Source: an optimization exercise on an open RTL-to-GDS flow (aim: small area). Production flows keep margins and buffers that such runs may drop. In this exercise RTL edits were held to simulation tests only and were not proved equivalent to the original. Power is estimated from default activity; no workload was simulated.

**design/flow/constraint.sdc**
```tcl
create_clock -name core_clock -period 10.0 [get_ports {clk100MHZ}]
set_input_delay 2.0000 -clock core_clock [delete_from_list [all_inputs] [get_ports {clk100MHZ}]]
set_output_delay 2.0000 -clock core_clock [all_outputs]
set_load 0.01 [all_outputs]
```
**design/flow/design.v**
```verilog
`timescale 1ns / 1ps
module BCD(
	input [4:0]		   binary,	 
	output reg [7:0]   bcd       
);
    always @(*) begin
        bcd[3:0] = binary % 4'b1010;
        bcd[7:4] = binary / 4'b1010;
    end
endmodule
`timescale 1ns / 1ps
module seven_seg_dec(
    input               power,
	input [4:0]         data,
    output reg [7:0]    segments
);
	always @(*) begin
        if (power == 1) begin
            case(data)
                5'b00000: segments = 8'b000_0001_1;  
                5'b00001: segments = 8'b100_1111_1;  
                5'b00010: segments = 8'b001_0010_1;  
                5'b00011: segments = 8'b000_0110_1;  
                5'b00100: segments = 8'b100_1100_1;  
                5'b00101: segments = 8'b010_0100_1;  
                5'b00110: segments = 8'b010_0000_1;  
                5'b00111: segments = 8'b000_1111_1;  
                5'b01000: segments = 8'b000_0000_1;  
                5'b01001: segments = 8'b000_1100_1;  
                5'b10000: segments = 8'b000_0001_0;  
                5'b10001: segments = 8'b100_1111_0;  
                5'b10010: segments = 8'b001_0010_0;  
                5'b10011: segments = 8'b000_0110_0;  
                5'b10100: segments = 8'b100_1100_0;  
                5'b10101: segments = 8'b010_0100_0;  
                5'b10110: segments = 8'b010_0000_0;  
                5'b10111: segments = 8'b000_1111_0;  
                5'b11000: segments = 8'b000_0000_0;  
                5'b11001: segments = 8'b000_1100_0;  
                5'b01010: segments = 8'b100_1000_1;  
                5'b01011: segments = 8'b011_0000_1;  
                5'b01100: segments = 8'b111_0001_1;  
                5'b01101: segments = 8'b000_0001_1;  
                default:  segments = 8'b111_1111_1;
            endcase
        end
        else begin
            segments = 8'b111_1111_1;
        end
    end
endmodule
`timescale 1ns / 1ps
module display_sel(num, dig, code);
	input [2:0]			num;		 
	input [39:0]		dig;
	output reg [4:0]	code;		 
	always @(*) begin
        case(num)
            3'd0: code = dig[4:0];
            3'd1: code = dig[9:5];
            3'd2: code = dig[14:10];
            3'd3: code = dig[19:15];
            3'd4: code = dig[24:20];
            3'd5: code = dig[29:25];
            3'd6: code = dig[34:30];
            3'd7: code = dig[39:35];
            default: code = 5'b00000;
        endcase
    end
endmodule
`timescale 1ns / 1ps
module decoder3_8(num, sel);
	input [2:0]       num;       	 
    output reg [7:0]  sel;           
    always @(*) begin
        case(num)
            3'd0: sel = 8'b11111110;
            3'd1: sel = 8'b11111101;
            3'd2: sel = 8'b11111011;
            3'd3: sel = 8'b11110111;
            3'd4: sel = 8'b11101111;
            3'd5: sel = 8'b11011111;
            3'd6: sel = 8'b10111111;
            3'd7: sel = 8'b01111111;
            default: sel = 8'b11111111;
        endcase
    end
endmodule
`timescale 1ns / 1ps
module counter(clk, rst, en, out);
	input                   clk;	 
	input                   rst;	 
	input                   en;	 
    output reg [2:0]        out;	 
    always @(posedge clk) begin		 
        if (rst)
            out <= 3'd0;
        else if (en)
            out <= out + 1;
    end
endmodule
`timescale 1ns / 1ps
module divider (clk, rst, clk_N, rise);
    input           clk;                     
    input           rst;                     
    output reg      clk_N;                   
    output          rise;                    
    parameter	    N = 50_000_000;          
    reg [31:0]      counter;                
    assign rise = (counter == N) && !clk_N;
    always @(posedge clk) begin
        if (rst) begin
            clk_N <= 1'b0;
            counter <= 32'h0;
        end
        else if(counter == N) begin
        	clk_N <= ~clk_N;
            counter <= 32'h0;
        end   
        else
            counter <= counter + 1;
    end
endmodule
`timescale 1ns / 1ps
module seven_seg_display(
    input             power,
	input             clk100MHZ,
    input             rst,
    input [39:0]      dig,
    output [7:0]      SEG,
    output [7:0]      AN
);
    parameter   SCAN_DIV = 5000;
	wire		clk_N;
	wire		scan_en;
	wire [2:0]	num;
	wire [4:0]	data;
	divider #(SCAN_DIV) _divider(.clk(clk100MHZ), .rst(rst), .clk_N(clk_N), .rise(scan_en));
    counter _counter(.clk(clk100MHZ), .rst(rst), .en(scan_en), .out(num));
	decoder3_8 _d38(.num(num), .sel(AN));
	display_sel _ds(.num(num), .dig(dig), .code(data));
	seven_seg_dec _ssd(.power(power), .data(data), .segments(SEG));
endmodule
`timescale 1ns / 1ps
module dig_dec(
	input				hold,
	input				clk,
	input				rst,		 
	input [5:0]			coin_sum,	 
	output reg [39:0] 	dig
);
	wire [7:0] bcd;
	BCD _bcd(
		.binary(coin_sum[5:1]),
		.bcd(bcd)
	);
	always @(posedge clk) begin
		if (rst) begin
			dig = 40'd0;
		end
		else if (hold == 1) begin	 
			if (coin_sum[0] == 1) begin
				dig[3:0] = 4'b0101;
			end
			else begin
				dig[3:0] = 4'b0000;
			end
			dig[13:10] = bcd[7:4];
			dig[8:5] = bcd[3:0];
			dig[4] = 0;
			dig[9] = 1;
			dig[14] = 0;
			dig[19:15] = 5'b11111;
			dig[24:20] = 5'b11111;
			dig[29:25] = 5'b11111;
			dig[34:30] = 5'b11111;
			dig[39:35] = 5'b11111;
		end
		else begin	 
			dig[14:0]  = 15'b11111_11111_11111;	 
			dig[19:15] = 5'b01101;	 
			dig[24:20] = 5'b01100;	 
			dig[29:25] = 5'b01100;	 
			dig[34:30] = 5'b01011;	 
			dig[39:35] = 5'b01010;	 
		end
	end
endmodule
`timescale 1ns / 1ps
module FSM(
    input               power,           
    input               clk,             
    input               rst,             
    input               en,              
    input               insert,          
    input [1:0]         coin_val,        
    input [1:0]         drink_op,        
    input               cancel_flag,     
    output reg          hold_ind,        
    output reg          drink_1_ind,     
    output reg          drink_2_ind,     
    output reg          drinktk_ind,     
    output reg          charge_ind,      
    output reg [5:0]    coin_sum         
);
    parameter DRINK_1 = 5,
              DRINK_2 = 10,
              SUM_MAX = 40;
    parameter s0 = 3'b000,
              s1 = 3'b001,
              s2 = 3'b010,
              s3 = 3'b011,
              s4 = 3'b100,   
              s5 = 3'b101;   
    reg [2:0] state;
    reg [5:0] sum_next;              
    always @(posedge clk) begin
      sum_next = coin_sum;
      if (rst) begin
        coin_sum <= 6'd0;
        drink_1_ind <= 1'b0;
        drink_2_ind <= 1'b0;
      end
      else if (en) begin
        if (power == 1) begin
            if (insert == 1) begin
                if (coin_val == 2'b01) begin     
                    if (sum_next + 1 * 2 <= SUM_MAX)
                        sum_next = sum_next + 1 * 2;
                end
                else if (coin_val == 2'b10) begin    
                    if (sum_next + 10 * 2 <= SUM_MAX)
                        sum_next = sum_next + 10 * 2;
                end
            end
            else begin
                case (state)
                    s2:
                        if (drink_op == 1)
                            sum_next = sum_next - 5;
                    s3:
                        begin
                            if (drink_op == 1)
                                sum_next = sum_next - 5;
                            else if (drink_op == 2)
                                sum_next = sum_next - 10;
                        end
                    s5:
                        sum_next = 0;    
                    default :
                        sum_next = sum_next;
                endcase
            end
            if (sum_next < 5) begin
                    drink_1_ind <= 0;
                    drink_2_ind <= 0;
            end
            else if (sum_next < 10) begin
                drink_1_ind <= 1;
                drink_2_ind <= 0;
            end
            else begin
                drink_1_ind <= 1;
                drink_2_ind <= 1;
            end
        end
        else begin
            sum_next = 0;
            drink_1_ind <= 0;
            drink_2_ind <= 0;
        end
        coin_sum <= sum_next;
      end
    end
    always @(posedge clk) begin
      if (rst)
        state <= s0;
      else if (en) begin
        if (power) begin
            case (state)
                s0:
                    begin
                        if (coin_sum > 0) begin
                            if (coin_sum < 5)
                                state <= s1;
                            else if (coin_sum <= 40)
                                state <= s3;
                        else
                            state <= s0;
                        end
                    end
                s1:
                    begin
                        if (cancel_flag == 1) begin
                            if (coin_sum > 0)
                                state <= s5;
                            else
                                state <= s0;
                        end
                        else if (coin_sum >= 5) begin
                            if (coin_sum < 10)
                                state <= s2;
                            else if (coin_sum <= 40)
                                state <= s3;
                        end
                        else
                            state <= s1;
                    end
                s2:
                    begin
                        if (cancel_flag == 1)
                            state <= s5;
                        else if (drink_op == 1)
                            state <= s4;
                        else if (coin_sum >= 10)
                            state <= s3;
                        else
                            state <= s2;
                    end
                s3:
                    begin
                        if (cancel_flag == 1)
                            state <= s5;
                        else if (drink_op == 1)
                            state <= s4;
                        else if (drink_op == 2)
                            state <= s4;
                        else
                            state <= s3;
                    end
                s4:
                    begin
                        if (coin_sum < 5)
                            state <= s1;
                        else if (coin_sum < 10)
                            state <= s2;
                        else
                            state <= s3;
                    end
                s5:
                    begin
                        state <= s0;
                    end
                default:
                    state <= s0;
            endcase
        end
        else begin
            if (state == s5)
                state <= s0;
            else if (state == s0)
                state <= s0;
            else
                state <= s5;
        end
      end
    end
    always @(*) begin
        case (state)
            s0:
                begin
                    hold_ind = 0;
                    drinktk_ind = 0;
                    charge_ind = 0;
                end
            s1:
                begin
                    hold_ind = 1;
                    drinktk_ind = 0;
                    charge_ind = 0;
                end
            s2:
                begin
                    hold_ind = 1;
                    drinktk_ind = 0;
                    charge_ind = 0;
                end
            s3:
                begin
                    hold_ind = 1;
                    drinktk_ind = 0;
                    charge_ind = 0;
                end
            s4:
                begin
                    hold_ind = 1;
                    drinktk_ind = 1;
                    charge_ind = 0;
                end
            s5:
                begin
                    hold_ind = 1;
                    drinktk_ind = 0;
                    charge_ind = 1;
                end
            default :
                begin
                    hold_ind = 0;
                    drinktk_ind = 0;
                    charge_ind = 0;
                end
        endcase
    end
endmodule
`timescale 1ns / 1ps
module main(
    input           power,
    input			clk100MHZ,
    input           rst,
    input			insert,
	input [1:0]     coin_val,
    input [1:0]     drink_op,
    input           cancel_flag,
	output			hold_ind,
    output			drink_1_ind,
    output			drink_2_ind,
    output			drinktk_ind,
    output			charge_ind,
    output          power_ind,
    output [7:0]    AN,
    output [7:0]    SEG,
    output          clk_1HZ
);
    parameter FSM_DIV  = 99;
    parameter SCAN_DIV = 4;
    wire [39:0]     dig;
    wire [5:0]		coin_sum;
    wire hold;
    wire fsm_en;
    assign hold = hold_ind;
    assign power_ind = power;
    divider #(FSM_DIV) _1HZ(.clk(clk100MHZ), .rst(rst), .clk_N(clk_1HZ), .rise(fsm_en));
    FSM _FSM(
        .power(power),
        .clk(clk100MHZ),
        .rst(rst),
        .en(fsm_en),
        .insert(insert),
        .coin_val(coin_val),
        .drink_op(drink_op),
        .cancel_flag(cancel_flag),
        .hold_ind(hold_ind),
        .drink_1_ind(drink_1_ind),
        .drink_2_ind(drink_2_ind),
        .drinktk_ind(drinktk_ind),
        .charge_ind(charge_ind),
        .coin_sum(coin_sum)
    );
    dig_dec _dd(
        .hold(hold),
        .clk(clk100MHZ),
        .rst(rst),
    	.coin_sum(coin_sum),
    	.dig(dig)
    );
    seven_seg_display #(.SCAN_DIV(SCAN_DIV)) _dis(
        .power(power),
        .clk100MHZ(clk100MHZ),
        .rst(rst),
        .dig(dig),
        .SEG(SEG),
        .AN(AN)
    );
endmodule
```
**design/flow/run.sh**
```bash
#!/bin/bash
# synth_recipe.tcl (not shown) runs the flow's synth.tcl, then flattens the netlist and writes it again
# the make line also repeats each setting of config.mk as NAME=value (left out here)
make -C /OpenROAD-flow-scripts/flow DESIGN_CONFIG=/design/flow/config.mk WORK_HOME=/design/flow/orfs CLKGATE_MAP_FILE= SYNTH_SCRIPT=/design/flow/synth_recipe.tcl finish
```
**design/flow/config.mk**
```make
export PLATFORM = sky130hd
export DESIGN_NAME = main
export DESIGN_NICKNAME = main
export VERILOG_FILES = /design/flow/design.v
export SDC_FILE = /design/flow/constraint.sdc
export NUM_CORES = 4
export LEC_CHECK = 0
export CAP_MARGIN = 20
export CORE_MARGIN = 2
export CORE_UTILIZATION = 40
export SLEW_MARGIN = 20
```
==> qor.yml <==
run_status:
  status: "finished clean"
critical_path:
  r2r-end: "_FSM.drink_1_ind"
  crit_arrival_ps: 3940
  crit_start: "power"
  r2r_cells: 9
  regToRegSetupSlack_ps: 6780
  cp_max_fo: 15
  cp-end-kind: "output pin"
  critPathSlowestCell: "clkdlybuf4s50_1"
  cp_common_cell: "clkdlybuf4s50_1"
  cp_cell_sequence: "clkdlybuf4s50_1, o21ai_0, or3_1, clkdlybuf4s50_1"
  crit_buf_inv: 2
  critPathMaxStageDelay_ps: 800
  r2r-start: "_FSM.coin_sum[2]"
  cp-endpoint: "SEG[7]"
  cp-start-kind: "input pin"
  required_ps: 8000
  cp_top_family: "buffers and inverters"
  crit_cells: 4
  path_class: "input pin to output pin"
sta:
  worstMarginPinSlew_ps: 759.5
  fin_setup_tns_ps: 0
  fmax_ghz: 0.1684
  slew_violations: 0
  finClkSkew_ps: 6.474
  fin_crit_ps: 5937
  whs_ps: 462.6
  fin_crit_sh: 0.5937
  fin_ws_ps: 4063
  hold_violations: 0
  relSlewSlack: 0.4936
  rsz0062_at_grt: "false"
  setup_violations: 0
finish:
  antenna_cells: 0
  area_growth_pct: 11.12
  drive_gt1_frac: 0.07733
  fin_util: 0.4533
  final_common_cell: "nor2_1"
  layout_common_cells: "nor2_1 (107), dfxtp_1 (99), nand2_1 (57), a21oi_1 (42), ha_1 (38)"
  fin_nets: 807
placement:
  routabilityCongestion: 0.9027
  preCtsSetupSlack_ps: 4072
  port_buffers: 31
  dp_hpwl_mm: 9.811
drt:
  drt-wirelength-per-cell_um: 14.28
  drc: 0
  num_vias: 5323
  antenna_left: 0
  detail_route.first_pass.iterations: 5
  drt_wl_total_mm: 13.58
  routed_via_density: 5.597
  dr.first_iter.drc_count: 275
pwr:
  seq_power_share: 0.496
  power_switching_w: 0.0002003
  pwr-share-comb: 0.106
  clkPwrFrac: 0.397
  leakagePower_nw: 2.485
  power.share.switching: 0.2451
  finalPower_w: 0.0008174
  p_int_w: 0.0006170
  power.density_nw_per_um2: 119.1
  ir_drop_v: 0.00009266
grt:
  grt_pass1_vias: 5027
  grt_pass1_wl_mm: 23.49
  grt_max_degree: 33
  grt_usage: 0.1720
  overflow: 0
  antenna_found_initial: 0
synth:
  synth.distinct_cells: 81
  synth_cells: 746
  synth-main-ff-cell: "dfxtp_1"
  synth_edf_count: 0
  yosys_warnings: 9
  netlist_area_um2: 6178
  synth-seq-cells: 99
  avgSynthCellArea_um2: 8.282
  seq_area_frac_synth: 0.3208
  synth.net_count: 793
  async_flop_share: 0
floorplanning:
  start_util: 0.4079
  die_x_um: 128.3
  ioPinCount: 32
  dieArea_um2: 16460
  rows: 45
  die-height_um: 128.3
  core_um2: 15150
clock_network:
  numCtsBuffers: 9
  cts_tree: "done"
  htreeDepth: 3
  cts_buffer_depth: 2
  cts_root_buf: "clkbuf_16"
  post_cts_buffers: 0
  cts.clk_slew.worst_paths_ps: 60
  cts_hold_buf: 0
  clk_latency_ps: 340
  post_cts_resized: 0
  clkSinkCount: 99
worst_hold_path:
  hold_path.class: "flip-flop to flip-flop"
job:
  cap_violations: 0
[state kept, by name, indices dropped and copies added, names as in the netlist]
signal / flops
_dis._counter.out: 3
_FSM.coin_sum: 6
_dis._divider.clk_N: 1
_1HZ.clk_N: 1
_1HZ.counter: 32
_dis._divider.counter: 32
_FSM.state: 3
_FSM.drink_1_ind: 1
AN: 8
_FSM.drink_2_ind: 1
_dd.dig: 11
[metal layers]
metal	up-vias	global-route usage	share of wire	routed length (um)
li1	2682	-	-	-
met3	20	0.02629	0.035	480
met5	-	0	0	0
met4	0	0.07111	0.018	246
met2	105	0.2879	0.47	6420
met1	2516	0.2209	0.47	6434
[cell families after synthesis]
kind of cell	Yosys count	synth area share
adder cells (fa/ha/maj)	38	0.07695
AO/OA/AOI/OAI	151	0.1723
flip-flops	99	0.3208
buffers and inverters	65	0.04860
AND/OR/NAND/NOR	324	0.2821
multiplexers	4	0.007088
XOR/XNOR	65	0.09214
[layout make-up]
cell class | count | area [um2]
timing repair buffer | 36 | 347.8
sequential | 99 | 1982
clock buffer | 11 | 252.7
inverter | 32 | 121.4
fill | 1451 | 8280
clock inverter | 3 | 22.52
tap | 188 | 235.2
multi-input combinational | 582 | 3904
[metrics by stage]
step,cells,instance area [um2]
floorplan,746,6178
global placement,937,6590
detailed placement,937,6590
CTS,951,6865
global route,951,6865
finish,951,6865
[cells in the mapped netlist (7+ instances only)]
cell type	instances	area, um2
nand3b_1	7	52.55
o21ai_0	28	140.1
inv_1	31	116.4
a221oi_1	7	61.31
nor3_1	13	65.06
or3_1	9	56.30
nand2b_1	10	62.56
dfxtp_1	99	1982
ha_1	38	475.5
xnor2_1	29	254.0
nand2_1	57	214.0
nor2_1	107	401.6
a21oi_1	42	210.2
nand4_1	20	125.1
xor2_1	36	315.3
nor2b_1	7	43.79
nand3_1	34	170.2
clkbuf_1	13	48.80
and3_1	8	50.05
nor4_1	10	62.56
buf_2	14	70.07
[power groups by stage]
stage / clock network [W] / logic, W / registers, W
floorplan: 0 / 0.0000592 / 0.000413
global placement: 0 / 0.0000854 / 0.000414
detailed placement: 0 / 0.0000867 / 0.000415
CTS: 0.000335 / 0.0000873 / 0.000406
global route: 0.000351 / 0.0000970 / 0.000406
finish: 0.000325 / 0.0000869 / 0.000406
[worst min-delay path by stage]
stage,startpoint,end,slack [ps],depth (start not counted)
6_report,_1HZ.counter[0],_1HZ.counter[0],460,1
5_1_grt,_1HZ.counter[0],_1HZ.counter[0],500,1
4_1_cts,_1HZ.counter[0],_1HZ.counter[0],470,1
3_5_place_dp,_1HZ.counter[0],_1HZ.counter[0],450,1
3_3_place_gp,_1HZ.counter[0],_1HZ.counter[0],440,1
2_1_floorplan,_1HZ.counter[0],_1HZ.counter[0],430,1

-- re-timing with driven ports --
No port has a modelled driver above. Below, the same layout with a new extraction and two added sets of constraints. Step 1 (the two cells are an assumption about what drives the block):
set clk [get_ports {clk100MHZ}]
set_driving_cell -lib_cell sky130_fd_sc_hd__clkbuf_16 $clk
set_driving_cell -lib_cell sky130_fd_sc_hd__buf_2 [delete_from_list [all_inputs] $clk]
Step 2 moves the port delays by t, midway between the first and last clock arrival at a register: inputs arrive t later, outputs are due t later. That takes back most of the time a late clock gives input paths. a / b / c = no drivers / after step 1 / after step 2; a / b = the first two.
t (ns): 0.382
setup WS [ns]: 4.063 / 4.040 / 4.040
worst register clock-pin slew, ns: 0.07 / 0.07
After both steps setup and hold are still met in this run. For this run, drivers alone change the setup slack by -0.023 ns; drivers and shift together by -0.023 ns.
